From an optimization exercise on the open Yosys and OpenROAD flow, aimed at small area and a short achievable clock period; shortcuts taken in it are not production practice.
Function was not checked in any run shown here: the RTL went through the layout flow alone.

==> flow/design.v (outline; a module is shown in full before it is edited, if it fits) <==
// module CTE: 975 lines
// module CTE_fa: 5 lines
// module CTE_ha: 5 lines
module CTE ( clk, reset, op_mode, in_en, yuv_in, rgb_in, busy, out_valid, rgb_out, yuv_out);
  // ...
==> flow/flow/run.sh <==
#!/bin/bash
# Standard layout (the standard.sh: standard synthesis and ORFS flow), with the
# port buffers made from buf_1 instead of the default delay buffer.
set -euo pipefail
bash standard.sh "BUFFER_PORTS_ARGS=-buffer_cell sky130_fd_sc_hd__buf_1" finish > standard_flow.log 2>&1
==> flow/standard.sh <==
#!/bin/bash
# synth_recipe.tcl (not shown) runs the flow's synth.tcl, then flattens the netlist and writes it again
# the make line also repeats each setting of config.mk as NAME=value (left out here)
make -C /OpenROAD-flow-scripts/flow DESIGN_CONFIG=/design/flow/config.mk WORK_HOME=/design/flow/orfs CLKGATE_MAP_FILE= SYNTH_SCRIPT=/design/flow/synth_recipe.tcl "${@:-finish}"
==> flow/config.mk <==
export PLATFORM = sky130hd
export DESIGN_NAME = CTE
export DESIGN_NICKNAME = CTE
export VERILOG_FILES = /design/flow/design.v
export SDC_FILE = /design/flow/constraint.sdc
export NUM_CORES = 4
export LEC_CHECK = 0
export CAP_MARGIN = 20
export CORE_MARGIN = 2
export CORE_UTILIZATION = 40
export CTS_BUF_LIST = sky130_fd_sc_hd__clkbuf_8
export SLEW_MARGIN = 20
export SYNTH_HIERARCHICAL = 1
==> flow/constraint.sdc <==
create_clock -name core_clock -period 25.0 [get_ports {clk}]
set_input_delay 5.0000 -clock core_clock [delete_from_list [all_inputs] [get_ports {clk}]]
set_output_delay 5.0000 -clock core_clock [all_outputs]
set_load 0.01 [all_outputs]
==> results.txt, run 1 <==
- Hold_sp: cnt[1]$_DFFE_PP0P_
- #FFs+latches synth: 46
- Top Registers: d: 24 flops, np: 18 flops, cnt: 2 flops
- Number of flops mapped to enable cells by yosys: 42
- Fin crit period: 9730 ps
- Met3 wire length: approximately 1400 µm
- Status: complete, no violations
- Setup TNS: 0 ps
- RD Place Congestion: roughly 0.9
- Row cnt: 50
- Syn nets: 1024
- Met3 Resource Use GR: 3.79%
- Vias in the first global route: 5813
- Initial DRC count: 348
- Seq/total area: around 17%
- Die Span Y: 143 µm
- Post-Route WL: 19700 µm
- Avg Inst Size Synth: 9.71 µm²
- Top cell type's share of synthesized area: 29.2%
- Synth Area in Simple Gates: 11.2%
- Critical R2R Launch: cnt[0]$_DFFE_PP0P_
- Crit-path cells: inv_1 > ha_1 > fa_1 > fa_1 > ha_1 > a41o_1 > a21oi_1 > o31ai_1 > a21o_1 > a21o_1 > fa_1 > xor2_1 > nand2b_1 > a21oi_1 > a311oi_1 > buf_1
- Final Non-Filler Cells: 1053
- Cell depth of the worst setup path: 16
- Clk root buf: clkbuf_8
- DR pass1 iterations: 6
- Ant. Diodes: 0
- Worst Hold End: cnt[1]$_DFFE_PP0P_
- GRT busiest layer: met2
- Worst Path Max Fanout: 9
- Sequential cell count: 46
- Met1 WL: 8510 µm
- Fillers: 1889
- Final period util: between 30% and 40%
- Final setup fails: 0
- Port bufs: 69
- Worst skew pair latency: around 330 ps
- Initial antenna violation count: 0
- Multi-input gate area: 5710 µm²
- Initial core utilization: about two fifths
- Top post-synthesis cells by area: fa_1, edfxtp_1, ha_1, nand2_1, a21oi_1
==> inputs of run 2 (changes only) <==
==> flow/design.v (replaced) <==
`timescale 1ns/10ps
module CTE ( clk, reset, op_mode, in_en, yuv_in, rgb_in, busy, out_valid, rgb_out, yuv_out);
input   clk ;
input   reset ;
input   op_mode;
input   in_en;
output  busy;
output  out_valid;
input   [7:0]   yuv_in;
output  [23:0]  rgb_out;
input   [23:0]  rgb_in;
output  [7:0]   yuv_out;
reg [1:0] cnt;
reg busy_r, valid_r;
reg [23:0] d;
reg [18:0] np;
assign busy = busy_r;
assign out_valid = valid_r;
wire [7:0] yy = d[7:0], uu = d[23:16], vv = d[15:8];
wire [12:0] zz = np[12:0];
wire [23:0] rgb;
assign rgb_out = rgb;
wire m0_0 = ~zz[12] & (zz[11] | zz[3]);
wire m0_1 = ~zz[12] & (zz[11] | zz[4]);
wire m0_2 = ~zz[12] & (zz[11] | zz[5]);
wire m0_3 = ~zz[12] & (zz[11] | zz[6]);
wire m0_4 = ~zz[12] & (zz[11] | zz[7]);
wire m0_5 = ~zz[12] & (zz[11] | zz[8]);
wire m0_6 = ~zz[12] & (zz[11] | zz[9]);
wire m0_7 = ~zz[12] & (zz[11] | zz[10]);
wire m0_8 = ~uu[0];
wire m0_9 = ~uu[1];
wire m0_10 = ~uu[2];
wire m0_11 = ~uu[3];
wire m0_12 = ~uu[4];
wire m0_13 = ~uu[5];
wire m0_14 = ~uu[6];
wire m0_15 = ~vv[0];
wire m0_16 = ~vv[1];
wire m0_17 = ~vv[2];
wire m0_18 = ~vv[3];
wire m0_19 = ~vv[4];
wire m0_20 = ~vv[5];
wire m0_21 = ~vv[6];
wire m0_22 = ~vv[7];
wire m0_23, m0_24;
CTE_ha m0_i25 (.a(yy[0]), .b(m0_10), .s(m0_23), .co(m0_24));
wire m0_25, m0_26;
CTE_ha m0_i27 (.a(yy[1]), .b(m0_11), .s(m0_25), .co(m0_26));
wire m0_27, m0_28;
CTE_ha m0_i29 (.a(yy[2]), .b(m0_12), .s(m0_27), .co(m0_28));
wire m0_29, m0_30;
CTE_ha m0_i31 (.a(yy[3]), .b(m0_13), .s(m0_29), .co(m0_30));
wire m0_31, m0_32;
CTE_ha m0_i33 (.a(yy[4]), .b(m0_14), .s(m0_31), .co(m0_32));
wire m0_33, m0_34;
CTE_ha m0_i35 (.a(yy[5]), .b(uu[7]), .s(m0_33), .co(m0_34));
wire m0_35, m0_36;
CTE_ha m0_i37 (.a(m0_15), .b(vv[2]), .s(m0_35), .co(m0_36));
wire m0_37, m0_38;
CTE_fa m0_i39 (.a(m0_16), .b(vv[3]), .c(m0_24), .s(m0_37), .co(m0_38));
wire m0_39, m0_40;
CTE_fa m0_i41 (.a(m0_17), .b(vv[4]), .c(m0_26), .s(m0_39), .co(m0_40));
wire m0_41, m0_42;
CTE_fa m0_i43 (.a(m0_18), .b(vv[5]), .c(m0_28), .s(m0_41), .co(m0_42));
wire m0_43, m0_44;
CTE_fa m0_i45 (.a(m0_19), .b(vv[6]), .c(m0_30), .s(m0_43), .co(m0_44));
wire m0_45, m0_46;
CTE_fa m0_i47 (.a(m0_20), .b(m0_22), .c(m0_32), .s(m0_45), .co(m0_46));
wire m0_47 = ~(yy[6] ^ m0_21);
wire m0_48 = yy[6] | m0_21;
wire m0_49, m0_50;
CTE_ha m0_i51 (.a(m0_8), .b(vv[0]), .s(m0_49), .co(m0_50));
wire m0_51 = ~(m0_9 ^ vv[1]);
wire m0_52 = m0_9 | vv[1];
wire m0_53 = ~(m0_23 ^ m0_35);
wire m0_54 = m0_23 | m0_35;
wire m0_55, m0_56;
CTE_fa m0_i57 (.a(m0_36), .b(m0_25), .c(m0_37), .s(m0_55), .co(m0_56));
wire m0_57, m0_58;
CTE_fa m0_i59 (.a(m0_27), .b(m0_38), .c(m0_39), .s(m0_57), .co(m0_58));
wire m0_59, m0_60;
CTE_fa m0_i61 (.a(m0_29), .b(m0_40), .c(m0_41), .s(m0_59), .co(m0_60));
wire m0_61, m0_62;
CTE_fa m0_i63 (.a(m0_31), .b(m0_42), .c(m0_43), .s(m0_61), .co(m0_62));
wire m0_63, m0_64;
CTE_fa m0_i65 (.a(m0_33), .b(m0_44), .c(m0_45), .s(m0_63), .co(m0_64));
wire m0_65, m0_66;
CTE_fa m0_i67 (.a(m0_34), .b(m0_47), .c(m0_46), .s(m0_65), .co(m0_66));
wire m0_67, m0_68;
CTE_fa m0_i69 (.a(yy[7]), .b(vv[7]), .c(m0_48), .s(m0_67), .co(m0_68));
wire m0_69 = 1'b1 ^ m0_49;
wire m0_70 = 1'b1 & m0_49;
wire m0_71 = m0_50 ^ m0_51;
wire m0_72 = m0_50 & m0_51;
wire m0_73 = m0_52 ^ m0_53;
wire m0_74 = m0_52 & m0_53;
wire m0_75 = m0_54 ^ m0_55;
wire m0_76 = m0_54 & m0_55;
wire m0_77 = m0_56 ^ m0_57;
wire m0_78 = m0_56 & m0_57;
wire m0_79 = m0_58 ^ m0_59;
wire m0_80 = m0_58 & m0_59;
wire m0_81 = m0_60 ^ m0_61;
wire m0_82 = m0_60 & m0_61;
wire m0_83 = m0_62 ^ m0_63;
wire m0_84 = m0_62 & m0_63;
wire m0_85 = m0_64 ^ m0_65;
wire m0_86 = m0_64 & m0_65;
wire m0_87 = m0_66 ^ m0_67;
wire m0_88 = m0_66 & m0_67;
wire m0_89 = m0_68 ^ 1'b1;
wire m0_90 = m0_68 & 1'b1;
wire m0_91 = m0_74 | (m0_73 & m0_72);
wire m0_92 = m0_73 & m0_71;
wire m0_93 = m0_78 | (m0_77 & m0_76);
wire m0_94 = m0_77 & m0_75;
wire m0_95 = m0_82 | (m0_81 & m0_80);
wire m0_96 = m0_81 & m0_79;
wire m0_97 = m0_86 | (m0_85 & m0_84);
wire m0_98 = m0_85 & m0_83;
wire m0_99 = m0_90 | (m0_89 & m0_88);
wire m0_100 = m0_89 & m0_87;
wire m0_101 = m0_72 | (m0_71 & m0_70);
wire m0_102 = m0_91 | (m0_92 & m0_70);
wire m0_103 = m0_80 | (m0_79 & m0_93);
wire m0_104 = m0_79 & m0_94;
wire m0_105 = m0_95 | (m0_96 & m0_93);
wire m0_106 = m0_96 & m0_94;
wire m0_107 = m0_88 | (m0_87 & m0_97);
wire m0_108 = m0_87 & m0_98;
wire m0_109 = m0_99 | (m0_100 & m0_97);
wire m0_110 = m0_100 & m0_98;
wire m0_111 = m0_76 | (m0_75 & m0_102);
wire m0_112 = m0_93 | (m0_94 & m0_102);
wire m0_113 = m0_103 | (m0_104 & m0_102);
wire m0_114 = m0_105 | (m0_106 & m0_102);
wire m0_115 = 1'b1 & m0_109;
wire m0_116 = 1'b1 & m0_110;
wire m0_117 = m0_84 | (m0_83 & m0_114);
wire m0_118 = m0_97 | (m0_98 & m0_114);
wire m0_119 = m0_107 | (m0_108 & m0_114);
wire m0_120 = m0_109 | (m0_110 & m0_114);
wire m0_121 = m0_115 | (m0_116 & m0_114);
wire m0_122 = m0_71 ^ m0_70;
wire m0_123 = m0_73 ^ m0_101;
wire m0_124 = m0_75 ^ m0_102;
wire m0_125 = m0_77 ^ m0_111;
wire m0_126 = m0_79 ^ m0_112;
wire m0_127 = m0_81 ^ m0_113;
wire m0_128 = m0_83 ^ m0_114;
wire m0_129 = m0_85 ^ m0_117;
wire m0_130 = m0_87 ^ m0_118;
wire m0_131 = m0_89 ^ m0_119;
wire m0_132 = 1'b1 ^ m0_120;
wire m0_133 = ~m0_132 & (m0_131 | m0_123);
wire m0_134 = ~m0_132 & (m0_131 | m0_124);
wire m0_135 = ~m0_132 & (m0_131 | m0_125);
wire m0_136 = ~m0_132 & (m0_131 | m0_126);
wire m0_137 = ~m0_132 & (m0_131 | m0_127);
wire m0_138 = ~m0_132 & (m0_131 | m0_128);
wire m0_139 = ~m0_132 & (m0_131 | m0_129);
wire m0_140 = ~m0_132 & (m0_131 | m0_130);
wire m0_141 = ~uu[7];
wire m0_142 = yy[1] ^ uu[0];
wire m0_143 = yy[1] & uu[0];
wire m0_144 = yy[2] ^ uu[1];
wire m0_145 = yy[2] & uu[1];
wire m0_146 = yy[3] ^ uu[2];
wire m0_147 = yy[3] & uu[2];
wire m0_148 = yy[4] ^ uu[3];
wire m0_149 = yy[4] & uu[3];
wire m0_150 = yy[5] ^ uu[4];
wire m0_151 = yy[5] & uu[4];
wire m0_152 = yy[6] ^ uu[5];
wire m0_153 = yy[6] & uu[5];
wire m0_154 = yy[7] ^ uu[6];
wire m0_155 = yy[7] & uu[6];
wire m0_156 = m0_141 ^ 1'b1;
wire m0_157 = m0_141 & 1'b1;
wire m0_158 = m0_142 & yy[0];
wire m0_159 = m0_147 | (m0_146 & m0_145);
wire m0_160 = m0_146 & m0_144;
wire m0_161 = m0_151 | (m0_150 & m0_149);
wire m0_162 = m0_150 & m0_148;
wire m0_163 = m0_155 | (m0_154 & m0_153);
wire m0_164 = m0_154 & m0_152;
wire m0_165 = 1'b1 & m0_157;
wire m0_166 = 1'b1 & m0_156;
wire m0_167 = m0_145 | (m0_144 & m0_143);
wire m0_168 = m0_144 & m0_158;
wire m0_169 = m0_159 | (m0_160 & m0_143);
wire m0_170 = m0_160 & m0_158;
wire m0_171 = m0_153 | (m0_152 & m0_161);
wire m0_172 = m0_152 & m0_162;
wire m0_173 = m0_163 | (m0_164 & m0_161);
wire m0_174 = m0_164 & m0_162;
wire m0_175 = m0_149 | (m0_148 & m0_169);
wire m0_176 = m0_148 & m0_170;
wire m0_177 = m0_161 | (m0_162 & m0_169);
wire m0_178 = m0_162 & m0_170;
wire m0_179 = m0_171 | (m0_172 & m0_169);
wire m0_180 = m0_172 & m0_170;
wire m0_181 = m0_173 | (m0_174 & m0_169);
wire m0_182 = m0_174 & m0_170;
wire m0_183 = m0_157 | (m0_156 & m0_181);
wire m0_184 = m0_156 & m0_182;
wire m0_185 = m0_165 | (m0_166 & m0_181);
wire m0_186 = m0_166 & m0_182;
wire m0_187 = m0_144 ^ m0_143;
wire m0_188 = m0_146 ^ m0_167;
wire m0_189 = m0_148 ^ m0_169;
wire m0_190 = m0_150 ^ m0_175;
wire m0_191 = m0_152 ^ m0_177;
wire m0_192 = m0_154 ^ m0_179;
wire m0_193 = m0_156 ^ m0_181;
wire m0_194 = 1'b1 ^ m0_183;
wire m0_195 = ~m0_194 & (m0_193 | yy[0]);
wire m0_196 = ~m0_194 & (m0_193 | m0_142);
wire m0_197 = ~m0_194 & (m0_193 | m0_187);
wire m0_198 = ~m0_194 & (m0_193 | m0_188);
wire m0_199 = ~m0_194 & (m0_193 | m0_189);
wire m0_200 = ~m0_194 & (m0_193 | m0_190);
wire m0_201 = ~m0_194 & (m0_193 | m0_191);
wire m0_202 = ~m0_194 & (m0_193 | m0_192);
assign rgb = {m0_7, m0_6, m0_5, m0_4, m0_3, m0_2, m0_1, m0_0, m0_140, m0_139, m0_138, m0_137, m0_136, m0_135, m0_134, m0_133, m0_202, m0_201, m0_200, m0_199, m0_198, m0_197, m0_196, m0_195};
wire [7:0] ir = rgb_in[23:16], ig = rgb_in[15:8], ib = rgb_in[7:0];
wire [7:0] dr = d[23:16], dg = d[15:8], db = d[7:0];
wire sz = ((cnt == 2'd3) & ~(busy_r & valid_r)) | ((cnt == 2'd0) & busy_r);
wire su = (cnt == 2'd0) & ~busy_r, sy = cnt[0] & ~sz, sv = (cnt == 2'd2);
wire [18:0] na;
wire [7:0] q;
assign yuv_out = q;
wire ea_0 = (su & ir[0]) | (sv & ~dr[0]);
wire ea_1 = (su & ir[1]) | (sv & ~dr[1]);
wire ea_2 = (su & ir[2]) | (sv & ~dr[2]);
wire ea_3 = (su & ir[3]) | (sv & ~dr[3]);
wire ea_4 = (su & ir[4]) | (sv & ~dr[4]);
wire ea_5 = (su & ir[5]) | (sv & ~dr[5]);
wire ea_6 = (su & ir[6]) | (sv & ~dr[6]);
wire ea_7 = (su & ir[7]) | (sv & ~dr[7]);
wire ea_8 = (su & ir[0]) | (sv & dr[0]);
wire ea_9 = (su & ir[1]) | (sv & dr[1]);
wire ea_10 = (su & ir[2]) | (sv & dr[2]);
wire ea_11 = (su & ir[3]) | (sv & dr[3]);
wire ea_12 = (su & ir[4]) | (sv & dr[4]);
wire ea_13 = (su & ir[5]) | (sv & dr[5]);
wire ea_14 = (su & ir[6]) | (sv & dr[6]);
wire ea_15 = (su & ir[7]) | (sv & dr[7]);
wire ea_16 = (su & ~ir[0]) | ((sy|sv) & dr[0]);
wire ea_17 = (su & ~ir[1]) | ((sy|sv) & dr[1]);
wire ea_18 = (su & ~ir[2]) | ((sy|sv) & dr[2]);
wire ea_19 = (su & ~ir[3]) | ((sy|sv) & dr[3]);
wire ea_20 = (su & ~ir[4]) | ((sy|sv) & dr[4]);
wire ea_21 = (su & ~ir[5]) | ((sy|sv) & dr[5]);
wire ea_22 = (su & ~ir[6]) | ((sy|sv) & dr[6]);
wire ea_23 = (su & ~ir[7]) | ((sy|sv) & dr[7]);
wire ea_24 = ((sy|sv) & ~dr[0]);
wire ea_25 = ((sy|sv) & ~dr[1]);
wire ea_26 = ((sy|sv) & ~dr[2]);
wire ea_27 = ((sy|sv) & ~dr[3]);
wire ea_28 = ((sy|sv) & ~dr[4]);
wire ea_29 = ((sy|sv) & ~dr[5]);
wire ea_30 = ((sy|sv) & ~dr[6]);
wire ea_31 = ((sy|sv) & ~dr[7]);
wire ea_32 = (su & ~ig[0]) | (sz & ~dg[0]);
wire ea_33 = (su & ~ig[1]) | (sz & ~dg[1]) | (sy & dg[0]);
wire ea_34 = (su & ~ig[2]) | (sz & ~dg[2]) | (sy & dg[1]);
wire ea_35 = (su & ~ig[3]) | (sz & ~dg[3]) | (sy & dg[2]);
wire ea_36 = (su & ~ig[4]) | (sz & ~dg[4]) | (sy & dg[3]) | (sv & ~dg[0]);
wire ea_37 = (su & ~ig[5]) | (sz & ~dg[5]) | (sy & dg[4]) | (sv & ~dg[1]);
wire ea_38 = (su & ~ig[6]) | (sz & ~dg[6]) | (sy & dg[5]) | (sv & ~dg[2]);
wire ea_39 = (su & ~ig[7]) | (sz & dg[7]) | (sy & dg[6]) | (sv & ~dg[3]);
wire ea_40 = (sy & dg[7]) | (sv & ~dg[4]);
wire ea_41 = (sv & ~dg[5]);
wire ea_42 = (sv & ~dg[6]);
wire ea_43 = (sv & ~dg[7]);
wire ea_44 = (sz & dg[0]);
wire ea_45 = (sz & dg[1]);
wire ea_46 = (sz & dg[2]);
wire ea_47 = (sz & dg[3]);
wire ea_48 = (su & ~ig[0]) | (sv & ~dg[0]) | (sz & dg[4]);
wire ea_49 = (su & ~ig[1]) | (sv & ~dg[1]) | (sy & dg[0]) | (sz & dg[5]);
wire ea_50 = (su & ~ig[2]) | (sv & ~dg[2]) | (sy & dg[1]) | (sz & dg[6]);
wire ea_51 = (su & ~ig[3]) | (sv & ~dg[3]) | (sy & dg[2]) | (sz & ~dg[7]);
wire ea_52 = (su & ~ig[4]) | (sv & ~dg[4]) | (sy & dg[3]);
wire ea_53 = (su & ~ig[5]) | (sv & ~dg[5]) | (sy & dg[4]);
wire ea_54 = (su & ~ig[6]) | (sv & ~dg[6]) | (sy & dg[5]);
wire ea_55 = (su & ~ig[7]) | (sv & ~dg[7]) | (sy & dg[6]);
wire ea_56 = (sy & dg[7]);
wire ea_57 = (sz & dg[0]);
wire ea_58 = (sz & dg[1]);
wire ea_59 = (sz & dg[2]);
wire ea_60 = (sz & dg[3]);
wire ea_61 = (sz & dg[4]);
wire ea_62 = (sz & dg[5]);
wire ea_63 = (sz & dg[6]);
wire ea_64 = (sz & ~dg[7]);
wire ea_65 = (sy & db[0]);
wire ea_66 = (sy & db[1]);
wire ea_67 = (su & ~ib[0]) | (sy & db[2]);
wire ea_68 = (su & ~ib[1]) | (sy & db[3]) | (sv & ~db[0]) | (sz & db[0]);
wire ea_69 = (su & ~ib[2]) | (sy & db[4]) | (sv & ~db[1]) | (sz & db[1]);
wire ea_70 = (su & ~ib[3]) | (sy & db[5]) | (sv & ~db[2]) | (sz & db[2]);
wire ea_71 = (su & ~ib[4]) | (sy & db[6]) | (sv & ~db[3]) | (sz & db[3]);
wire ea_72 = (su & ~ib[5]) | (sy & db[7]) | (sv & ~db[4]) | (sz & db[4]);
wire ea_73 = (su & ~ib[6]) | (sv & ~db[5]) | (sz & db[5]);
wire ea_74 = (su & ~ib[7]) | (sv & ~db[6]) | (sz & db[6]);
wire ea_75 = (sv & ~db[7]) | (sz & db[7]);
wire ea_76 = (sv & ~db[0]);
wire ea_77 = (sy & db[0]) | (sv & ~db[1]);
wire ea_78 = (su & ib[0]) | (sy & db[1]) | (sv & ~db[2]);
wire ea_79 = (su & ib[1]) | (sy & db[2]) | (sv & ~db[3]);
wire ea_80 = (su & ib[2]) | (sy & db[3]) | (sv & ~db[4]);
wire ea_81 = (su & ib[3]) | (sy & db[4]) | (sv & ~db[5]);
wire ea_82 = (su & ib[4]) | (sy & db[5]) | (sv & ~db[6]);
wire ea_83 = (su & ib[5]) | (sy & db[6]) | (sv & ~db[7]);
wire ea_84 = (su & ib[6]) | (sy & db[7]);
wire ea_85 = (su & ib[7]);
wire ea_86 = (su & ib[0]);
wire ea_87 = (su & ib[1]);
wire ea_88 = (su & ib[2]);
wire ea_89 = (su & ib[3]);
wire ea_90 = (su & ib[4]);
wire ea_91 = (su & ib[5]);
wire ea_92 = (su & ib[6]);
wire ea_93 = (su & ib[7]);
wire ea_94 = su|sy|sv;
wire ea_95 = sy|sv|sz;
wire ea_96 = su|sy;
wire ea_97 = su|sy|sv;
wire ea_98 = su|sy|sz;
wire ea_99 = sz;
wire ea_100 = sy;
wire ea_101 = su|sv|sz;
wire ea_102 = sy|sv;
wire ea_103 = sy|sz;
wire ea_104 = sy|sz;
wire ea_105 = sy|sz;
wire ea_106 = su|sz;
wire ea_107 = su|sy|sz;
wire ea_108 = su|sz;
wire ea_109 = su|sz;
wire ea_110, ea_111;
CTE_ha ea_i112 (.a(ea_28), .b(ea_99), .s(ea_110), .co(ea_111));
wire ea_112, ea_113;
CTE_fa ea_i114 (.a(ea_29), .b(ea_100), .c(ea_6), .s(ea_112), .co(ea_113));
wire ea_114, ea_115;
CTE_fa ea_i116 (.a(ea_30), .b(ea_40), .c(ea_75), .s(ea_114), .co(ea_115));
wire ea_116, ea_117;
CTE_ha ea_i118 (.a(ea_24), .b(ea_44), .s(ea_116), .co(ea_117));
wire ea_118, ea_119;
CTE_fa ea_i120 (.a(ea_25), .b(ea_45), .c(ea_62), .s(ea_118), .co(ea_119));
wire ea_120, ea_121;
CTE_fa ea_i122 (.a(ea_26), .b(ea_46), .c(ea_63), .s(ea_120), .co(ea_121));
wire ea_122, ea_123;
CTE_ha ea_i124 (.a(ea_77), .b(ea_97), .s(ea_122), .co(ea_123));
wire ea_124, ea_125;
CTE_fa ea_i126 (.a(ea_27), .b(ea_47), .c(ea_64), .s(ea_124), .co(ea_125));
wire ea_126, ea_127;
CTE_fa ea_i128 (.a(ea_98), .b(ea_4), .c(ea_8), .s(ea_126), .co(ea_127));
wire ea_128, ea_129;
CTE_ha ea_i130 (.a(ea_37), .b(ea_72), .s(ea_128), .co(ea_129));
wire ea_130, ea_131;
CTE_fa ea_i132 (.a(ea_110), .b(ea_5), .c(ea_9), .s(ea_130), .co(ea_131));
wire ea_132, ea_133;
CTE_fa ea_i134 (.a(ea_16), .b(ea_38), .c(ea_48), .s(ea_132), .co(ea_133));
wire ea_134, ea_135;
CTE_fa ea_i136 (.a(ea_73), .b(ea_79), .c(ea_86), .s(ea_134), .co(ea_135));
wire ea_136, ea_137;
CTE_fa ea_i138 (.a(ea_111), .b(ea_10), .c(ea_17), .s(ea_136), .co(ea_137));
wire ea_138, ea_139;
CTE_fa ea_i140 (.a(ea_39), .b(ea_49), .c(ea_74), .s(ea_138), .co(ea_139));
wire ea_140, ea_141;
CTE_fa ea_i142 (.a(ea_80), .b(ea_87), .c(ea_112), .s(ea_140), .co(ea_141));
wire ea_142, ea_143;
CTE_fa ea_i144 (.a(ea_101), .b(ea_114), .c(ea_7), .s(ea_142), .co(ea_143));
wire ea_144, ea_145;
CTE_fa ea_i146 (.a(ea_11), .b(ea_18), .c(ea_50), .s(ea_144), .co(ea_145));
wire ea_146, ea_147;
CTE_fa ea_i148 (.a(ea_81), .b(ea_88), .c(ea_113), .s(ea_146), .co(ea_147));
wire ea_148, ea_149;
CTE_fa ea_i150 (.a(ea_31), .b(ea_41), .c(ea_102), .s(ea_148), .co(ea_149));
wire ea_150, ea_151;
CTE_fa ea_i152 (.a(ea_115), .b(ea_12), .c(ea_19), .s(ea_150), .co(ea_151));
wire ea_152, ea_153;
CTE_fa ea_i154 (.a(ea_51), .b(ea_82), .c(ea_89), .s(ea_152), .co(ea_153));
wire ea_154, ea_155;
CTE_fa ea_i156 (.a(ea_42), .b(ea_103), .c(ea_13), .s(ea_154), .co(ea_155));
wire ea_156, ea_157;
CTE_fa ea_i158 (.a(ea_20), .b(ea_52), .c(ea_83), .s(ea_156), .co(ea_157));
wire ea_158, ea_159;
CTE_fa ea_i160 (.a(ea_43), .b(ea_104), .c(ea_14), .s(ea_158), .co(ea_159));
wire ea_160, ea_161;
CTE_ha ea_i162 (.a(ea_21), .b(ea_53), .s(ea_160), .co(ea_161));
wire ea_162, ea_163;
CTE_fa ea_i164 (.a(ea_105), .b(ea_15), .c(ea_22), .s(ea_162), .co(ea_163));
wire ea_164, ea_165;
CTE_ha ea_i166 (.a(ea_60), .b(ea_95), .s(ea_164), .co(ea_165));
wire ea_166, ea_167;
CTE_fa ea_i168 (.a(ea_61), .b(ea_96), .c(ea_116), .s(ea_166), .co(ea_167));
wire ea_168, ea_169;
CTE_ha ea_i170 (.a(ea_1), .b(ea_34), .s(ea_168), .co(ea_169));
wire ea_170, ea_171;
CTE_fa ea_i172 (.a(ea_76), .b(ea_117), .c(ea_118), .s(ea_170), .co(ea_171));
wire ea_172, ea_173;
CTE_fa ea_i174 (.a(ea_2), .b(ea_35), .c(ea_70), .s(ea_172), .co(ea_173));
wire ea_174, ea_175;
CTE_fa ea_i176 (.a(ea_119), .b(ea_120), .c(ea_122), .s(ea_174), .co(ea_175));
wire ea_176, ea_177;
CTE_fa ea_i178 (.a(ea_3), .b(ea_36), .c(ea_71), .s(ea_176), .co(ea_177));
wire ea_178, ea_179;
CTE_fa ea_i180 (.a(ea_121), .b(ea_123), .c(ea_124), .s(ea_178), .co(ea_179));
wire ea_180, ea_181;
CTE_fa ea_i182 (.a(ea_78), .b(ea_126), .c(ea_128), .s(ea_180), .co(ea_181));
wire ea_182, ea_183;
CTE_fa ea_i184 (.a(ea_125), .b(ea_127), .c(ea_129), .s(ea_182), .co(ea_183));
wire ea_184, ea_185;
CTE_fa ea_i186 (.a(ea_130), .b(ea_132), .c(ea_134), .s(ea_184), .co(ea_185));
wire ea_186, ea_187;
CTE_fa ea_i188 (.a(ea_131), .b(ea_133), .c(ea_135), .s(ea_186), .co(ea_187));
wire ea_188, ea_189;
CTE_fa ea_i190 (.a(ea_136), .b(ea_138), .c(ea_140), .s(ea_188), .co(ea_189));
wire ea_190, ea_191;
CTE_fa ea_i192 (.a(ea_137), .b(ea_139), .c(ea_142), .s(ea_190), .co(ea_191));
wire ea_192, ea_193;
CTE_fa ea_i194 (.a(ea_144), .b(ea_141), .c(ea_146), .s(ea_192), .co(ea_193));
wire ea_194, ea_195;
CTE_fa ea_i196 (.a(ea_148), .b(ea_143), .c(ea_145), .s(ea_194), .co(ea_195));
wire ea_196, ea_197;
CTE_fa ea_i198 (.a(ea_150), .b(ea_152), .c(ea_147), .s(ea_196), .co(ea_197));
wire ea_198, ea_199;
CTE_fa ea_i200 (.a(ea_149), .b(ea_90), .c(ea_151), .s(ea_198), .co(ea_199));
wire ea_200, ea_201;
CTE_fa ea_i202 (.a(ea_153), .b(ea_154), .c(ea_156), .s(ea_200), .co(ea_201));
wire ea_202, ea_203;
CTE_fa ea_i204 (.a(ea_84), .b(ea_91), .c(ea_155), .s(ea_202), .co(ea_203));
wire ea_204, ea_205;
CTE_fa ea_i206 (.a(ea_157), .b(ea_158), .c(ea_160), .s(ea_204), .co(ea_205));
wire ea_206, ea_207;
CTE_fa ea_i208 (.a(ea_54), .b(ea_85), .c(ea_92), .s(ea_206), .co(ea_207));
wire ea_208, ea_209;
CTE_fa ea_i210 (.a(ea_159), .b(ea_161), .c(ea_162), .s(ea_208), .co(ea_209));
wire ea_210, ea_211;
CTE_fa ea_i212 (.a(ea_106), .b(ea_23), .c(ea_55), .s(ea_210), .co(ea_211));
wire ea_212, ea_213;
CTE_ha ea_i214 (.a(ea_93), .b(ea_163), .s(ea_212), .co(ea_213));
wire ea_214, ea_215;
CTE_ha ea_i216 (.a(ea_164), .b(ea_0), .s(ea_214), .co(ea_215));
wire ea_216, ea_217;
CTE_fa ea_i218 (.a(ea_165), .b(ea_166), .c(ea_69), .s(ea_216), .co(ea_217));
wire ea_218, ea_219;
CTE_fa ea_i220 (.a(ea_167), .b(ea_170), .c(ea_169), .s(ea_218), .co(ea_219));
wire ea_220, ea_221;
CTE_fa ea_i222 (.a(ea_171), .b(ea_174), .c(ea_173), .s(ea_220), .co(ea_221));
wire ea_222, ea_223;
CTE_fa ea_i224 (.a(ea_175), .b(ea_178), .c(ea_177), .s(ea_222), .co(ea_223));
wire ea_224, ea_225;
CTE_fa ea_i226 (.a(ea_179), .b(ea_181), .c(ea_182), .s(ea_224), .co(ea_225));
wire ea_226, ea_227;
CTE_fa ea_i228 (.a(ea_183), .b(ea_185), .c(ea_186), .s(ea_226), .co(ea_227));
wire ea_228, ea_229;
CTE_fa ea_i230 (.a(ea_187), .b(ea_190), .c(ea_189), .s(ea_228), .co(ea_229));
wire ea_230, ea_231;
CTE_fa ea_i232 (.a(ea_191), .b(ea_194), .c(ea_193), .s(ea_230), .co(ea_231));
wire ea_232, ea_233;
CTE_fa ea_i234 (.a(ea_195), .b(ea_198), .c(ea_200), .s(ea_232), .co(ea_233));
wire ea_234, ea_235;
CTE_fa ea_i236 (.a(ea_199), .b(ea_201), .c(ea_202), .s(ea_234), .co(ea_235));
wire ea_236, ea_237;
CTE_fa ea_i238 (.a(ea_206), .b(ea_203), .c(ea_205), .s(ea_236), .co(ea_237));
wire ea_238, ea_239;
CTE_fa ea_i240 (.a(ea_207), .b(ea_210), .c(ea_209), .s(ea_238), .co(ea_239));
wire ea_240, ea_241;
CTE_fa ea_i242 (.a(ea_56), .b(ea_107), .c(ea_211), .s(ea_240), .co(ea_241));
wire ea_242, ea_243;
CTE_ha ea_i244 (.a(ea_57), .b(ea_65), .s(ea_242), .co(ea_243));
wire ea_244, ea_245;
CTE_ha ea_i246 (.a(ea_58), .b(ea_66), .s(ea_244), .co(ea_245));
wire ea_246, ea_247;
CTE_fa ea_i248 (.a(ea_59), .b(ea_32), .c(ea_67), .s(ea_246), .co(ea_247));
wire ea_248, ea_249;
CTE_fa ea_i250 (.a(ea_33), .b(ea_68), .c(ea_214), .s(ea_248), .co(ea_249));
wire ea_250, ea_251;
CTE_fa ea_i252 (.a(ea_215), .b(ea_168), .c(ea_216), .s(ea_250), .co(ea_251));
wire ea_252, ea_253;
CTE_fa ea_i254 (.a(ea_217), .b(ea_172), .c(ea_218), .s(ea_252), .co(ea_253));
wire ea_254, ea_255;
CTE_fa ea_i256 (.a(ea_176), .b(ea_219), .c(ea_220), .s(ea_254), .co(ea_255));
wire ea_256, ea_257;
CTE_fa ea_i258 (.a(ea_221), .b(ea_180), .c(ea_222), .s(ea_256), .co(ea_257));
wire ea_258, ea_259;
CTE_fa ea_i260 (.a(ea_223), .b(ea_184), .c(ea_224), .s(ea_258), .co(ea_259));
wire ea_260, ea_261;
CTE_fa ea_i262 (.a(ea_225), .b(ea_188), .c(ea_226), .s(ea_260), .co(ea_261));
wire ea_262, ea_263;
CTE_fa ea_i264 (.a(ea_227), .b(ea_192), .c(ea_228), .s(ea_262), .co(ea_263));
wire ea_264, ea_265;
CTE_fa ea_i266 (.a(ea_196), .b(ea_229), .c(ea_230), .s(ea_264), .co(ea_265));
wire ea_266, ea_267;
CTE_fa ea_i268 (.a(ea_197), .b(ea_232), .c(ea_231), .s(ea_266), .co(ea_267));
wire ea_268, ea_269;
CTE_fa ea_i270 (.a(ea_204), .b(ea_233), .c(ea_234), .s(ea_268), .co(ea_269));
wire ea_270, ea_271;
CTE_fa ea_i272 (.a(ea_208), .b(ea_235), .c(ea_236), .s(ea_270), .co(ea_271));
wire ea_272, ea_273;
CTE_fa ea_i274 (.a(ea_212), .b(ea_237), .c(ea_238), .s(ea_272), .co(ea_273));
wire ea_274, ea_275;
CTE_fa ea_i276 (.a(ea_213), .b(ea_240), .c(ea_239), .s(ea_274), .co(ea_275));
wire ea_276, ea_277;
CTE_ha ea_i278 (.a(ea_108), .b(ea_241), .s(ea_276), .co(ea_277));
wire ea_278 = ea_94 ^ ea_242;
wire ea_279 = ea_94 & ea_242;
wire ea_280 = ea_243 ^ ea_244;
wire ea_281 = ea_243 & ea_244;
wire ea_282 = ea_245 ^ ea_246;
wire ea_283 = ea_245 & ea_246;
wire ea_284 = ea_247 ^ ea_248;
wire ea_285 = ea_247 & ea_248;
wire ea_286 = ea_249 ^ ea_250;
wire ea_287 = ea_249 & ea_250;
wire ea_288 = ea_251 ^ ea_252;
wire ea_289 = ea_251 & ea_252;
wire ea_290 = ea_253 ^ ea_254;
wire ea_291 = ea_253 & ea_254;
wire ea_292 = ea_255 ^ ea_256;
wire ea_293 = ea_255 & ea_256;
wire ea_294 = ea_257 ^ ea_258;
wire ea_295 = ea_257 & ea_258;
wire ea_296 = ea_259 ^ ea_260;
wire ea_297 = ea_259 & ea_260;
wire ea_298 = ea_261 ^ ea_262;
wire ea_299 = ea_261 & ea_262;
wire ea_300 = ea_263 ^ ea_264;
wire ea_301 = ea_263 & ea_264;
wire ea_302 = ea_265 ^ ea_266;
wire ea_303 = ea_265 & ea_266;
wire ea_304 = ea_267 ^ ea_268;
wire ea_305 = ea_267 & ea_268;
wire ea_306 = ea_269 ^ ea_270;
wire ea_307 = ea_269 & ea_270;
wire ea_308 = ea_271 ^ ea_272;
wire ea_309 = ea_271 & ea_272;
wire ea_310 = ea_273 ^ ea_274;
wire ea_311 = ea_273 & ea_274;
wire ea_312 = ea_275 ^ ea_276;
wire ea_313 = ea_275 & ea_276;
wire ea_314 = ea_277 ^ ea_109;
wire ea_315 = ea_277 & ea_109;
wire ea_316 = ea_281 | (ea_280 & ea_279);
wire ea_317 = ea_280 & ea_278;
wire ea_318 = ea_283 | (ea_282 & ea_281);
wire ea_319 = ea_282 & ea_280;
wire ea_320 = ea_285 | (ea_284 & ea_283);
wire ea_321 = ea_284 & ea_282;
wire ea_322 = ea_287 | (ea_286 & ea_285);
wire ea_323 = ea_286 & ea_284;
wire ea_324 = ea_289 | (ea_288 & ea_287);
wire ea_325 = ea_288 & ea_286;
wire ea_326 = ea_291 | (ea_290 & ea_289);
wire ea_327 = ea_290 & ea_288;
wire ea_328 = ea_293 | (ea_292 & ea_291);
wire ea_329 = ea_292 & ea_290;
wire ea_330 = ea_295 | (ea_294 & ea_293);
wire ea_331 = ea_294 & ea_292;
wire ea_332 = ea_297 | (ea_296 & ea_295);
wire ea_333 = ea_296 & ea_294;
wire ea_334 = ea_299 | (ea_298 & ea_297);
wire ea_335 = ea_298 & ea_296;
wire ea_336 = ea_301 | (ea_300 & ea_299);
wire ea_337 = ea_300 & ea_298;
wire ea_338 = ea_303 | (ea_302 & ea_301);
wire ea_339 = ea_302 & ea_300;
wire ea_340 = ea_305 | (ea_304 & ea_303);
wire ea_341 = ea_304 & ea_302;
wire ea_342 = ea_307 | (ea_306 & ea_305);
wire ea_343 = ea_306 & ea_304;
wire ea_344 = ea_309 | (ea_308 & ea_307);
wire ea_345 = ea_308 & ea_306;
wire ea_346 = ea_311 | (ea_310 & ea_309);
wire ea_347 = ea_310 & ea_308;
wire ea_348 = ea_313 | (ea_312 & ea_311);
wire ea_349 = ea_312 & ea_310;
wire ea_350 = ea_315 | (ea_314 & ea_313);
wire ea_351 = ea_314 & ea_312;
wire ea_352 = ea_318 | (ea_319 & ea_279);
wire ea_353 = ea_319 & ea_278;
wire ea_354 = ea_320 | (ea_321 & ea_316);
wire ea_355 = ea_321 & ea_317;
wire ea_356 = ea_322 | (ea_323 & ea_318);
wire ea_357 = ea_323 & ea_319;
wire ea_358 = ea_324 | (ea_325 & ea_320);
wire ea_359 = ea_325 & ea_321;
wire ea_360 = ea_326 | (ea_327 & ea_322);
wire ea_361 = ea_327 & ea_323;
wire ea_362 = ea_328 | (ea_329 & ea_324);
wire ea_363 = ea_329 & ea_325;
wire ea_364 = ea_330 | (ea_331 & ea_326);
wire ea_365 = ea_331 & ea_327;
wire ea_366 = ea_332 | (ea_333 & ea_328);
wire ea_367 = ea_333 & ea_329;
wire ea_368 = ea_334 | (ea_335 & ea_330);
wire ea_369 = ea_335 & ea_331;
wire ea_370 = ea_336 | (ea_337 & ea_332);
wire ea_371 = ea_337 & ea_333;
wire ea_372 = ea_338 | (ea_339 & ea_334);
wire ea_373 = ea_339 & ea_335;
wire ea_374 = ea_340 | (ea_341 & ea_336);
wire ea_375 = ea_341 & ea_337;
wire ea_376 = ea_342 | (ea_343 & ea_338);
wire ea_377 = ea_343 & ea_339;
wire ea_378 = ea_344 | (ea_345 & ea_340);
wire ea_379 = ea_345 & ea_341;
wire ea_380 = ea_346 | (ea_347 & ea_342);
wire ea_381 = ea_347 & ea_343;
wire ea_382 = ea_348 | (ea_349 & ea_344);
wire ea_383 = ea_349 & ea_345;
wire ea_384 = ea_350 | (ea_351 & ea_346);
wire ea_385 = ea_351 & ea_347;
wire ea_386 = ea_356 | (ea_357 & ea_279);
wire ea_387 = ea_357 & ea_278;
wire ea_388 = ea_358 | (ea_359 & ea_316);
wire ea_389 = ea_359 & ea_317;
wire ea_390 = ea_360 | (ea_361 & ea_352);
wire ea_391 = ea_361 & ea_353;
wire ea_392 = ea_362 | (ea_363 & ea_354);
wire ea_393 = ea_363 & ea_355;
wire ea_394 = ea_364 | (ea_365 & ea_356);
wire ea_395 = ea_365 & ea_357;
wire ea_396 = ea_366 | (ea_367 & ea_358);
wire ea_397 = ea_367 & ea_359;
wire ea_398 = ea_368 | (ea_369 & ea_360);
wire ea_399 = ea_369 & ea_361;
wire ea_400 = ea_370 | (ea_371 & ea_362);
wire ea_401 = ea_371 & ea_363;
wire ea_402 = ea_372 | (ea_373 & ea_364);
wire ea_403 = ea_373 & ea_365;
wire ea_404 = ea_374 | (ea_375 & ea_366);
wire ea_405 = ea_375 & ea_367;
wire ea_406 = ea_376 | (ea_377 & ea_368);
wire ea_407 = ea_377 & ea_369;
wire ea_408 = ea_378 | (ea_379 & ea_370);
wire ea_409 = ea_379 & ea_371;
wire ea_410 = ea_380 | (ea_381 & ea_372);
wire ea_411 = ea_381 & ea_373;
wire ea_412 = ea_382 | (ea_383 & ea_374);
wire ea_413 = ea_383 & ea_375;
wire ea_414 = ea_384 | (ea_385 & ea_376);
wire ea_415 = ea_385 & ea_377;
wire ea_416 = ea_394 | (ea_395 & ea_279);
wire ea_417 = ea_395 & ea_278;
wire ea_418 = ea_396 | (ea_397 & ea_316);
wire ea_419 = ea_397 & ea_317;
wire ea_420 = ea_398 | (ea_399 & ea_352);
wire ea_421 = ea_399 & ea_353;
wire ea_422 = ea_400 | (ea_401 & ea_354);
wire ea_423 = ea_401 & ea_355;
wire ea_424 = ea_402 | (ea_403 & ea_386);
wire ea_425 = ea_403 & ea_387;
wire ea_426 = ea_404 | (ea_405 & ea_388);
wire ea_427 = ea_405 & ea_389;
wire ea_428 = ea_406 | (ea_407 & ea_390);
wire ea_429 = ea_407 & ea_391;
wire ea_430 = ea_408 | (ea_409 & ea_392);
wire ea_431 = ea_409 & ea_393;
wire ea_432 = ea_410 | (ea_411 & ea_394);
wire ea_433 = ea_411 & ea_395;
wire ea_434 = ea_412 | (ea_413 & ea_396);
wire ea_435 = ea_413 & ea_397;
wire ea_436 = ea_414 | (ea_415 & ea_398);
wire ea_437 = ea_415 & ea_399;
wire ea_438 = ea_432 | (ea_433 & ea_279);
wire ea_439 = ea_433 & ea_278;
wire ea_440 = ea_434 | (ea_435 & ea_316);
wire ea_441 = ea_435 & ea_317;
wire ea_442 = ea_436 | (ea_437 & ea_352);
wire ea_443 = ea_437 & ea_353;
wire ea_444 = ea_280 ^ ea_279;
wire ea_445 = ea_282 ^ ea_316;
wire ea_446 = ea_284 ^ ea_352;
wire ea_447 = ea_286 ^ ea_354;
wire ea_448 = ea_288 ^ ea_386;
wire ea_449 = ea_290 ^ ea_388;
wire ea_450 = ea_292 ^ ea_390;
wire ea_451 = ea_294 ^ ea_392;
wire ea_452 = ea_296 ^ ea_416;
wire ea_453 = ea_298 ^ ea_418;
wire ea_454 = ea_300 ^ ea_420;
wire ea_455 = ea_302 ^ ea_422;
wire ea_456 = ea_304 ^ ea_424;
wire ea_457 = ea_306 ^ ea_426;
wire ea_458 = ea_308 ^ ea_428;
wire ea_459 = ea_310 ^ ea_430;
wire ea_460 = ea_312 ^ ea_438;
wire ea_461 = ea_314 ^ ea_440;
assign na = {ea_461, ea_460, ea_459, ea_458, ea_457, ea_456, ea_455, ea_454, ea_453, ea_452, ea_451, ea_450, ea_449, ea_448, ea_447, ea_446, ea_445, ea_444, ea_278};
wire eb_n278 = np[0];
wire eb_n444 = np[1];
wire eb_n445 = np[2];
wire eb_n446 = np[3];
wire eb_n447 = np[4];
wire eb_n448 = np[5];
wire eb_n449 = np[6];
wire eb_n450 = np[7];
wire eb_n451 = np[8];
wire eb_n452 = np[9];
wire eb_n453 = np[10];
wire eb_n454 = np[11];
wire eb_n455 = np[12];
wire eb_n456 = np[13];
wire eb_n457 = np[14];
wire eb_n458 = np[15];
wire eb_n459 = np[16];
wire eb_n460 = np[17];
wire eb_n461 = np[18];
wire eb_0 = ~eb_n451;
wire eb_1 = ~eb_n452;
wire eb_2 = ~eb_n453;
wire eb_3 = ~eb_n454;
wire eb_4 = ~eb_n455;
wire eb_5 = ~eb_n456;
wire eb_6 = ~eb_n457;
wire eb_7 = ~eb_n458;
wire eb_8 = ~eb_n459;
wire eb_9 = ~eb_n460;
wire eb_10 = ~eb_n461;
wire eb_11, eb_12;
CTE_ha eb_i13 (.a(eb_0), .b(eb_3), .s(eb_11), .co(eb_12));
wire eb_13, eb_14;
CTE_fa eb_i15 (.a(eb_1), .b(eb_4), .c(eb_n445), .s(eb_13), .co(eb_14));
wire eb_15, eb_16;
CTE_fa eb_i17 (.a(eb_2), .b(eb_5), .c(eb_n446), .s(eb_15), .co(eb_16));
wire eb_17, eb_18;
CTE_fa eb_i19 (.a(eb_3), .b(eb_6), .c(eb_n447), .s(eb_17), .co(eb_18));
wire eb_19, eb_20;
CTE_fa eb_i21 (.a(eb_4), .b(eb_7), .c(eb_n448), .s(eb_19), .co(eb_20));
wire eb_21, eb_22;
CTE_fa eb_i23 (.a(eb_5), .b(eb_8), .c(eb_n449), .s(eb_21), .co(eb_22));
wire eb_23, eb_24;
CTE_fa eb_i25 (.a(eb_6), .b(eb_9), .c(eb_n450), .s(eb_23), .co(eb_24));
wire eb_25, eb_26;
CTE_fa eb_i27 (.a(eb_7), .b(eb_10), .c(eb_n451), .s(eb_25), .co(eb_26));
wire eb_27 = ~(eb_8 ^ eb_n452);
wire eb_28 = eb_8 | eb_n452;
wire eb_29 = ~(eb_9 ^ eb_n453);
wire eb_30 = eb_9 | eb_n453;
wire eb_31, eb_32;
CTE_ha eb_i33 (.a(eb_10), .b(eb_n454), .s(eb_31), .co(eb_32));
wire eb_33, eb_34;
CTE_ha eb_i35 (.a(eb_11), .b(eb_n444), .s(eb_33), .co(eb_34));
wire eb_35, eb_36;
CTE_fa eb_i37 (.a(eb_12), .b(eb_13), .c(eb_n447), .s(eb_35), .co(eb_36));
wire eb_37, eb_38;
CTE_fa eb_i39 (.a(eb_14), .b(eb_15), .c(eb_n448), .s(eb_37), .co(eb_38));
wire eb_39, eb_40;
CTE_fa eb_i41 (.a(eb_16), .b(eb_17), .c(eb_n449), .s(eb_39), .co(eb_40));
wire eb_41, eb_42;
CTE_fa eb_i43 (.a(eb_18), .b(eb_n450), .c(eb_19), .s(eb_41), .co(eb_42));
wire eb_43, eb_44;
CTE_fa eb_i45 (.a(eb_20), .b(eb_n451), .c(eb_21), .s(eb_43), .co(eb_44));
wire eb_45, eb_46;
CTE_fa eb_i47 (.a(eb_22), .b(eb_23), .c(eb_n452), .s(eb_45), .co(eb_46));
wire eb_47, eb_48;
CTE_fa eb_i49 (.a(eb_24), .b(eb_25), .c(eb_n453), .s(eb_47), .co(eb_48));
wire eb_49, eb_50;
CTE_fa eb_i51 (.a(eb_26), .b(eb_n454), .c(eb_27), .s(eb_49), .co(eb_50));
wire eb_51, eb_52;
CTE_fa eb_i53 (.a(eb_28), .b(eb_n455), .c(eb_29), .s(eb_51), .co(eb_52));
wire eb_53, eb_54;
CTE_fa eb_i55 (.a(eb_30), .b(eb_n456), .c(eb_31), .s(eb_53), .co(eb_54));
wire eb_55, eb_56;
CTE_fa eb_i57 (.a(eb_n455), .b(eb_n457), .c(eb_32), .s(eb_55), .co(eb_56));
wire eb_57, eb_58;
CTE_ha eb_i59 (.a(eb_n456), .b(eb_n458), .s(eb_57), .co(eb_58));
wire eb_59, eb_60;
CTE_ha eb_i61 (.a(eb_n457), .b(eb_n459), .s(eb_59), .co(eb_60));
wire eb_61, eb_62;
CTE_ha eb_i63 (.a(eb_n458), .b(eb_n460), .s(eb_61), .co(eb_62));
wire eb_63, eb_64;
CTE_ha eb_i65 (.a(eb_n459), .b(eb_n461), .s(eb_63), .co(eb_64));
wire eb_65 = eb_n446 ^ eb_33;
wire eb_66 = eb_n446 & eb_33;
wire eb_67 = eb_34 ^ eb_35;
wire eb_68 = eb_34 & eb_35;
wire eb_69 = eb_36 ^ eb_37;
wire eb_70 = eb_36 & eb_37;
wire eb_71 = eb_38 ^ eb_39;
wire eb_72 = eb_38 & eb_39;
wire eb_73 = eb_40 ^ eb_41;
wire eb_74 = eb_40 & eb_41;
wire eb_75 = eb_42 ^ eb_43;
wire eb_76 = eb_42 & eb_43;
wire eb_77 = eb_44 ^ eb_45;
wire eb_78 = eb_44 & eb_45;
wire eb_79 = eb_46 ^ eb_47;
wire eb_80 = eb_46 & eb_47;
wire eb_81 = eb_48 ^ eb_49;
wire eb_82 = eb_48 & eb_49;
wire eb_83 = eb_50 ^ eb_51;
wire eb_84 = eb_50 & eb_51;
wire eb_85 = eb_52 ^ eb_53;
wire eb_86 = eb_52 & eb_53;
wire eb_87 = eb_54 ^ eb_55;
wire eb_88 = eb_54 & eb_55;
wire eb_89 = eb_56 ^ eb_57;
wire eb_90 = eb_56 & eb_57;
wire eb_91 = eb_58 ^ eb_59;
wire eb_92 = eb_58 & eb_59;
wire eb_93 = eb_60 ^ eb_61;
wire eb_94 = eb_60 & eb_61;
wire eb_95 = eb_62 ^ eb_63;
wire eb_96 = eb_62 & eb_63;
wire eb_97 = eb_64 ^ eb_n460;
wire eb_98 = eb_64 & eb_n460;
wire eb_99 = eb_68 | (eb_67 & eb_66);
wire eb_100 = eb_67 & eb_65;
wire eb_101 = eb_70 | (eb_69 & eb_68);
wire eb_102 = eb_69 & eb_67;
wire eb_103 = eb_72 | (eb_71 & eb_70);
wire eb_104 = eb_71 & eb_69;
wire eb_105 = eb_74 | (eb_73 & eb_72);
wire eb_106 = eb_73 & eb_71;
wire eb_107 = eb_76 | (eb_75 & eb_74);
wire eb_108 = eb_75 & eb_73;
wire eb_109 = eb_78 | (eb_77 & eb_76);
wire eb_110 = eb_77 & eb_75;
wire eb_111 = eb_80 | (eb_79 & eb_78);
wire eb_112 = eb_79 & eb_77;
wire eb_113 = eb_82 | (eb_81 & eb_80);
wire eb_114 = eb_81 & eb_79;
wire eb_115 = eb_84 | (eb_83 & eb_82);
wire eb_116 = eb_83 & eb_81;
wire eb_117 = eb_86 | (eb_85 & eb_84);
wire eb_118 = eb_85 & eb_83;
wire eb_119 = eb_88 | (eb_87 & eb_86);
wire eb_120 = eb_87 & eb_85;
wire eb_121 = eb_90 | (eb_89 & eb_88);
wire eb_122 = eb_89 & eb_87;
wire eb_123 = eb_92 | (eb_91 & eb_90);
wire eb_124 = eb_91 & eb_89;
wire eb_125 = eb_94 | (eb_93 & eb_92);
wire eb_126 = eb_93 & eb_91;
wire eb_127 = eb_96 | (eb_95 & eb_94);
wire eb_128 = eb_95 & eb_93;
wire eb_129 = eb_98 | (eb_97 & eb_96);
wire eb_130 = eb_97 & eb_95;
wire eb_131 = eb_101 | (eb_102 & eb_66);
wire eb_132 = eb_102 & eb_65;
wire eb_133 = eb_103 | (eb_104 & eb_99);
wire eb_134 = eb_104 & eb_100;
wire eb_135 = eb_105 | (eb_106 & eb_101);
wire eb_136 = eb_106 & eb_102;
wire eb_137 = eb_107 | (eb_108 & eb_103);
wire eb_138 = eb_108 & eb_104;
wire eb_139 = eb_109 | (eb_110 & eb_105);
wire eb_140 = eb_110 & eb_106;
wire eb_141 = eb_111 | (eb_112 & eb_107);
wire eb_142 = eb_112 & eb_108;
wire eb_143 = eb_113 | (eb_114 & eb_109);
wire eb_144 = eb_114 & eb_110;
wire eb_145 = eb_115 | (eb_116 & eb_111);
wire eb_146 = eb_116 & eb_112;
wire eb_147 = eb_117 | (eb_118 & eb_113);
wire eb_148 = eb_118 & eb_114;
wire eb_149 = eb_119 | (eb_120 & eb_115);
wire eb_150 = eb_120 & eb_116;
wire eb_151 = eb_121 | (eb_122 & eb_117);
wire eb_152 = eb_122 & eb_118;
wire eb_153 = eb_123 | (eb_124 & eb_119);
wire eb_154 = eb_124 & eb_120;
wire eb_155 = eb_125 | (eb_126 & eb_121);
wire eb_156 = eb_126 & eb_122;
wire eb_157 = eb_127 | (eb_128 & eb_123);
wire eb_158 = eb_128 & eb_124;
wire eb_159 = eb_129 | (eb_130 & eb_125);
wire eb_160 = eb_130 & eb_126;
wire eb_161 = eb_135 | (eb_136 & eb_66);
wire eb_162 = eb_136 & eb_65;
wire eb_163 = eb_137 | (eb_138 & eb_99);
wire eb_164 = eb_138 & eb_100;
wire eb_165 = eb_139 | (eb_140 & eb_131);
wire eb_166 = eb_140 & eb_132;
wire eb_167 = eb_141 | (eb_142 & eb_133);
wire eb_168 = eb_142 & eb_134;
wire eb_169 = eb_143 | (eb_144 & eb_135);
wire eb_170 = eb_144 & eb_136;
wire eb_171 = eb_145 | (eb_146 & eb_137);
wire eb_172 = eb_146 & eb_138;
wire eb_173 = eb_147 | (eb_148 & eb_139);
wire eb_174 = eb_148 & eb_140;
wire eb_175 = eb_149 | (eb_150 & eb_141);
wire eb_176 = eb_150 & eb_142;
wire eb_177 = eb_151 | (eb_152 & eb_143);
wire eb_178 = eb_152 & eb_144;
wire eb_179 = eb_153 | (eb_154 & eb_145);
wire eb_180 = eb_154 & eb_146;
wire eb_181 = eb_155 | (eb_156 & eb_147);
wire eb_182 = eb_156 & eb_148;
wire eb_183 = eb_157 | (eb_158 & eb_149);
wire eb_184 = eb_158 & eb_150;
wire eb_185 = eb_159 | (eb_160 & eb_151);
wire eb_186 = eb_160 & eb_152;
wire eb_187 = eb_169 | (eb_170 & eb_66);
wire eb_188 = eb_170 & eb_65;
wire eb_189 = eb_171 | (eb_172 & eb_99);
wire eb_190 = eb_172 & eb_100;
wire eb_191 = eb_173 | (eb_174 & eb_131);
wire eb_192 = eb_174 & eb_132;
wire eb_193 = eb_175 | (eb_176 & eb_133);
wire eb_194 = eb_176 & eb_134;
wire eb_195 = eb_177 | (eb_178 & eb_161);
wire eb_196 = eb_178 & eb_162;
wire eb_197 = eb_179 | (eb_180 & eb_163);
wire eb_198 = eb_180 & eb_164;
wire eb_199 = eb_181 | (eb_182 & eb_165);
wire eb_200 = eb_182 & eb_166;
wire eb_201 = eb_183 | (eb_184 & eb_167);
wire eb_202 = eb_184 & eb_168;
wire eb_203 = eb_185 | (eb_186 & eb_169);
wire eb_204 = eb_186 & eb_170;
wire eb_205 = eb_203 | (eb_204 & eb_66);
wire eb_206 = eb_204 & eb_65;
wire eb_207 = eb_67 ^ eb_66;
wire eb_208 = eb_69 ^ eb_99;
wire eb_209 = eb_71 ^ eb_131;
wire eb_210 = eb_73 ^ eb_133;
wire eb_211 = eb_75 ^ eb_161;
wire eb_212 = eb_77 ^ eb_163;
wire eb_213 = eb_79 ^ eb_165;
wire eb_214 = eb_81 ^ eb_167;
wire eb_215 = eb_83 ^ eb_187;
wire eb_216 = eb_85 ^ eb_189;
wire eb_217 = eb_87 ^ eb_191;
wire eb_218 = eb_89 ^ eb_193;
wire eb_219 = eb_91 ^ eb_195;
wire eb_220 = eb_93 ^ eb_197;
wire eb_221 = eb_95 ^ eb_199;
wire eb_222 = eb_97 ^ eb_201;
assign q = {~eb_222, eb_221, eb_220, eb_219, eb_218, eb_217, eb_216, eb_215};
always @(posedge clk or posedge reset) begin
    if (reset) begin
        cnt <= 2'd0;
        busy_r <= 1'b0;
        valid_r <= 1'b0;
    end else if (op_mode) begin
        if (in_en) begin
            cnt <= cnt + 2'd1;
            busy_r <= ~cnt[0];
            valid_r <= 1'b1;
        end
    end else begin
        if (busy_r && valid_r) begin
            busy_r <= 1'b0;
            valid_r <= 1'b0;
        end else if (busy_r && cnt == 2'd0) begin
            valid_r <= 1'b1;
        end else if (busy_r) begin
            busy_r <= 1'b0;
            valid_r <= 1'b1;
        end else if (in_en) begin
            cnt <= cnt + 2'd1;
            if (cnt[1]) busy_r <= 1'b1;
            if (cnt == 2'd3) valid_r <= 1'b0;
        end
    end
end
always @(posedge clk) begin
    if (in_en || sz) np <= na;
    if (op_mode) begin
        if (in_en && !cnt[0]) d <= rgb_in;
    end else if (in_en && !busy_r) begin
        if (cnt == 2'd0) d[23:16] <= yuv_in;
        if (cnt == 2'd2) d[15:8] <= yuv_in;
        if (cnt[0]) d[7:0] <= yuv_in;
    end
end
endmodule
module CTE_fa (a, b, c, s, co);
input a, b, c; output s, co;
assign s = a ^ b ^ c;
assign co = (a & b) | (a & c) | (b & c);
endmodule
module CTE_ha (a, b, s, co);
input a, b; output s, co;
assign s = a ^ b;
assign co = a & b;
endmodule
==> flow/config.mk (replaced) <==
export PLATFORM = sky130hd
export DESIGN_NAME = CTE
export DESIGN_NICKNAME = CTE
export VERILOG_FILES = /design/flow/design.v
export SDC_FILE = /design/flow/constraint.sdc
export NUM_CORES = 4
export LEC_CHECK = 0
export CAP_MARGIN = 20
export CORE_MARGIN = 2
export CORE_UTILIZATION = 40
export SLEW_MARGIN = 20
export SYNTH_HIERARCHICAL = 1
==> run 2 against run 1 <==
Net effect:
- worst setup slack better by 610 ps
- clock skew down 12 ps
- first-iteration DRC count up 50%
- highest routed layer unchanged
- largest cell class unchanged
- die area about the same
- final area up 0.75%
==> results.txt, run 2 <==
- Status: complete, no violations (unchanged)
- Post-route cell area: 8100 µm² (was 8040 µm²)
- Syn nets: 1037 (was 1024)
- Max Slew Vio Count: 0 (unchanged)
- Most common cell on crit path: fa_1 (unchanged)
- Final period util: 36.5% (was 38.9%)
- H-tree levels: 2 (unchanged)
- Top Registers: d: 24 flops, np: 18 flops, cnt: 2 flops (unchanged)
- DR pass1 iterations: 5 (was 6)
- Post-Route WL: 19500 µm (was 19700 µm)
- Global-route wire length before repair: 31700 µm (was 31300 µm)
- Worst-path clk slew: 70 ps (was 110 ps)
- Rel. slew slack: 38.3% (was 44.6%)
- Hold_buf cts: 0 (unchanged)
- Max frequency: 110 MHz (was 103 MHz)
- Drt wl/cell: 18.3 µm (was 18.7 µm)
- RD Place Congestion: 0.935 (was 0.903)
- Ys flop type: edfxtp_1 (unchanged)
- CP Data Required Time: 25050 ps (was 20000 ps)
- Crit-path cells: buf_1 > nand2_1 > o21ai_0 > fa_1 > fa_1 > fa_1 > fa_1 > fa_1 > ha_1 > a21oi_1 > o21ai_0 > or4_1 > and4_1 (was inv_1 > ha_1 > fa_1 > fa_1 > ha_1 > a41o_1 > a21oi_1 > o31ai_1 > a21o_1 > a21o_1 > fa_1 > xor2_1 > nand2b_1 > a21oi_1 > a311oi_1 > buf_1)
- Clock Sink Count: 46 (unchanged)
- Die Footprint: 20300 µm² (about the same)
- Die X: 143 µm (about the same)
- CORE AREA: 18800 µm² (unchanged)
- Final Hold Violating Endpoints: 0 (unchanged)
- Mapped cell area: 7690 µm² (about the same)
- Initial core utilization: 41.0% (about the same)
- Fillers: 1851 (was 1889)
- GRT Total Usage: 20.4% (was 20.3%)
- Largest net degree at the start of global routing: 41 (unchanged)
- I/O Pins: 70 (unchanged)
- Gate Count Post-Synth: 810 (was 792)
- Die Span Y: 143 µm (about the same)
- Setup Buffers After CTS: 0 (unchanged)
- Post-detail-place hpwl: 16300 µm (was 16800 µm)
- Fraction of registers with async set/reset: 8.70% (unchanged)
- Top post-synthesis cells by area: fa_1, edfxtp_1, ha_1, nand2_1, a21oi_1 (unchanged)
- # DRC: 0 (unchanged)
- Ant. Diodes: 0 (unchanged)
- Top cell type's share of synthesized area: 27.9% (was 29.2%)
- Most frequent cells in the layout: fa_1, nand2_1, ha_1 (unchanged)
- Top reg by flops: d (unchanged)
- Critical Path Sink Type: flop (was output port)
- Share of layout cells above drive strength 1: 3.11% (was 3.17%)
- Number of flops mapped to enable cells by yosys: 42 (unchanged)
- Maxcap violations: 0 (unchanged)
- Slew at the pin closest to its max-slew limit: 925 ps (was 831 ps)
- Routed via count: 5889 (was 5813)
- Post-layout util: 43.2% (was 42.8%)
- Via density: 5.51 (was 5.52)
- ANT nets after route: 0 (unchanged)
- Most common cell after layout, fill and taps aside: fa_1 (unchanged)
- Worst EP arrival: 9170 ps (was 4730 ps)
- Vias in the first global route: 5999 (was 5813)
- Worst path max stage delay: 510 ps (was 550 ps)
- CTS tree: yes (unchanged)
- Initial DRC count: 521 (was 348)
- Hold_ws: 622 ps (was 633 ps)
- Initial antenna violation count: 0 (unchanged)
- Clock Path Buffers: 2 (unchanged)
- Grt total ovfl: 0 (unchanged)
- Synth cell count leaders: fa_1, nand2_1, ha_1 (unchanged)
- Fin crit period: 9110 ps (was 9730 ps)
- Worst setup SP type: primary input (was flop)
- CP Class: primary input to flop (was flop to output port)
- Class of the worst hold path: flop to flop (unchanged)
- Clock skew: 14.3 ps (was 25.9 ps)
- Pre-CTS WS: 15590 ps (was 15540 ps)
- Count leader, synth: fa_1 (unchanged)
- Layout Nets: 1061 (was 1050)
- Avg Inst Size Synth: 9.49 µm² (was 9.71 µm²)
- Worst skew pair latency: 310 ps (was 330 ps)
- Ys Warns: 7 (unchanged)
- Area leader, netlist: fa_1 (unchanged)
- CP max stage cell: fa_1 (was xor2_1)
- Port bufs: 69 (unchanged)
- Netlist cell types: 57 (was 56)
- RSZ-0062 raised after global routing: false (unchanged)
- Row cnt: 50 (unchanged)
- Worst Path Max Fanout: 8 (was 9)
- Max FFs per register: 24 (unchanged)
- Post-route setup slack: 15890 ps (was 15270 ps)
- Clk root buf: clkbuf_16 (was clkbuf_8)
- Inserted Clock Buffers: 5 (unchanged)
- Final setup fails: 0 (unchanged)
- Placed Area: 7930 µm² (was 7950 µm²)
- Setup TNS: 0 ps (unchanged)
- #FFs+latches synth: 46 (unchanged)
- Area grow syn2layout: 5.39% (was 4.59%)
- Flop2flop setup slack: 18070 ps (was 17990 ps)
- Sequential share of the synthesized area: 17.7% (about the same)
- Resized cells post-CTS: 0 (unchanged)
## run 2: metal layers
| metal | global-route usage, % | part of all wire, % | vias to the layer above |
|---|---|---|---|
| li1 | - | - | 2794 |
| met1 | 27.9 | 45 | 2835 |
| met2 | 33.4 | 46 | 227 |
| met3 | 2.92 | 6.6 | 33 |
| met4 | 6.57 | 2.9 | 0 |
| met5 | 0 | 0 | - |
## run 2: path summary, 6_finish.rpt
kind	depth (start not counted)	end	startpoint
hold reg to reg	1	cnt[1]$_DFFE_PP0P_	cnt[1]$_DFFE_PP0P_
max in group asynchronous	2	cnt[1]$_DFFE_PP0P_	reset
min in group asynchronous	2	busy_r$_DFFE_PP0P_	reset
hold / removal	1	cnt[1]$_DFFE_PP0P_	cnt[1]$_DFFE_PP0P_
setup reg to reg	19	np[17]$_DFFE_PP_	cnt[0]$_DFFE_PP0P_
setup / recovery	13	np[17]$_DFFE_PP_	rgb_in[22]
## run 2: layout make-up
| cell class | instances | area [µm²] | area share, % |
|---|---|---|---|
| clock buffers | 6 | 129 | 1.59 |
| clock inverters | 2 | 37.5 | 0.463 |
| inverters | 66 | 248 | 3.06 |
| multi-input cells | 641 | 5740 | 70.8 |
| flip-flops and latches | 46 | 1360 | 16.8 |
| well taps | 234 | 293 | 3.61 |
| repair buffers | 74 | 297 | 3.66 |
## run 2: stage by stage
stage          instances
2_1_floorplan        810
3_3_place_gp        1061
3_5_place_dp        1061
4_1_cts             1069
5_1_grt             1069
6_report            1069
## run 2: logic make-up after synthesis
family / after synthesis / share of synthesized area, %
AND/OR/NAND/NOR: 220 / 12.8
AO/OA/AOI/OAI: 193 / 16.0
adder cells (fa/ha/maj): 193 / 41.8
buffers and inverters: 123 / 7.67
flip-flops: 46 / 17.7
XOR/XNOR: 34 / 3.87
multiplexers: 1 / 0.146
## run 2: Yosys stat by module, one instance, submodules excluded
module / flip-flops and latches / cells inside / area [µm²]
CTE: 46 / 681 / 5310
CTE_fa: 0 / 1 / 20.0
CTE_ha: 0 / 1 / 12.5
## run 2: worst max-delay path, delay by kind of cell
family	cells	cell delay [ps]
and+or+nand+nor	3	790
adders and majority gates	6	2660
AOI/OAI and AO/OA	3	580
buffers and inverters	1	140

[re-timing with driven ports]
How much do the figures lean on ideal ports? The routed layouts below were timed once more, with nothing changed but the port constraints. Step 1, drivers: a clkbuf_16 drives clk and a buf_2 each remaining input, both assumed. Step 2 moves the port delays by t, midway between the first and last clock arrival at a register: inputs arrive t later, outputs are due t later. That takes back most of the time a late clock gives input paths. Three values: ideal ports, drivers, drivers and shift; two values: the first two.
run	t, ns	setup WS [ns]	worst setup path at the end	cell pins on the clock port's net
run 1	0.358	15.275 / 15.236 / 15.516	input to register	1
run 2	0.348	15.886 / 15.910 / 15.562	input to register	1
After both steps every run listed still meets setup and hold. For run 2, which loses most, drivers alone change the setup slack by +0.024 ns; drivers and shift together by -0.324 ns.
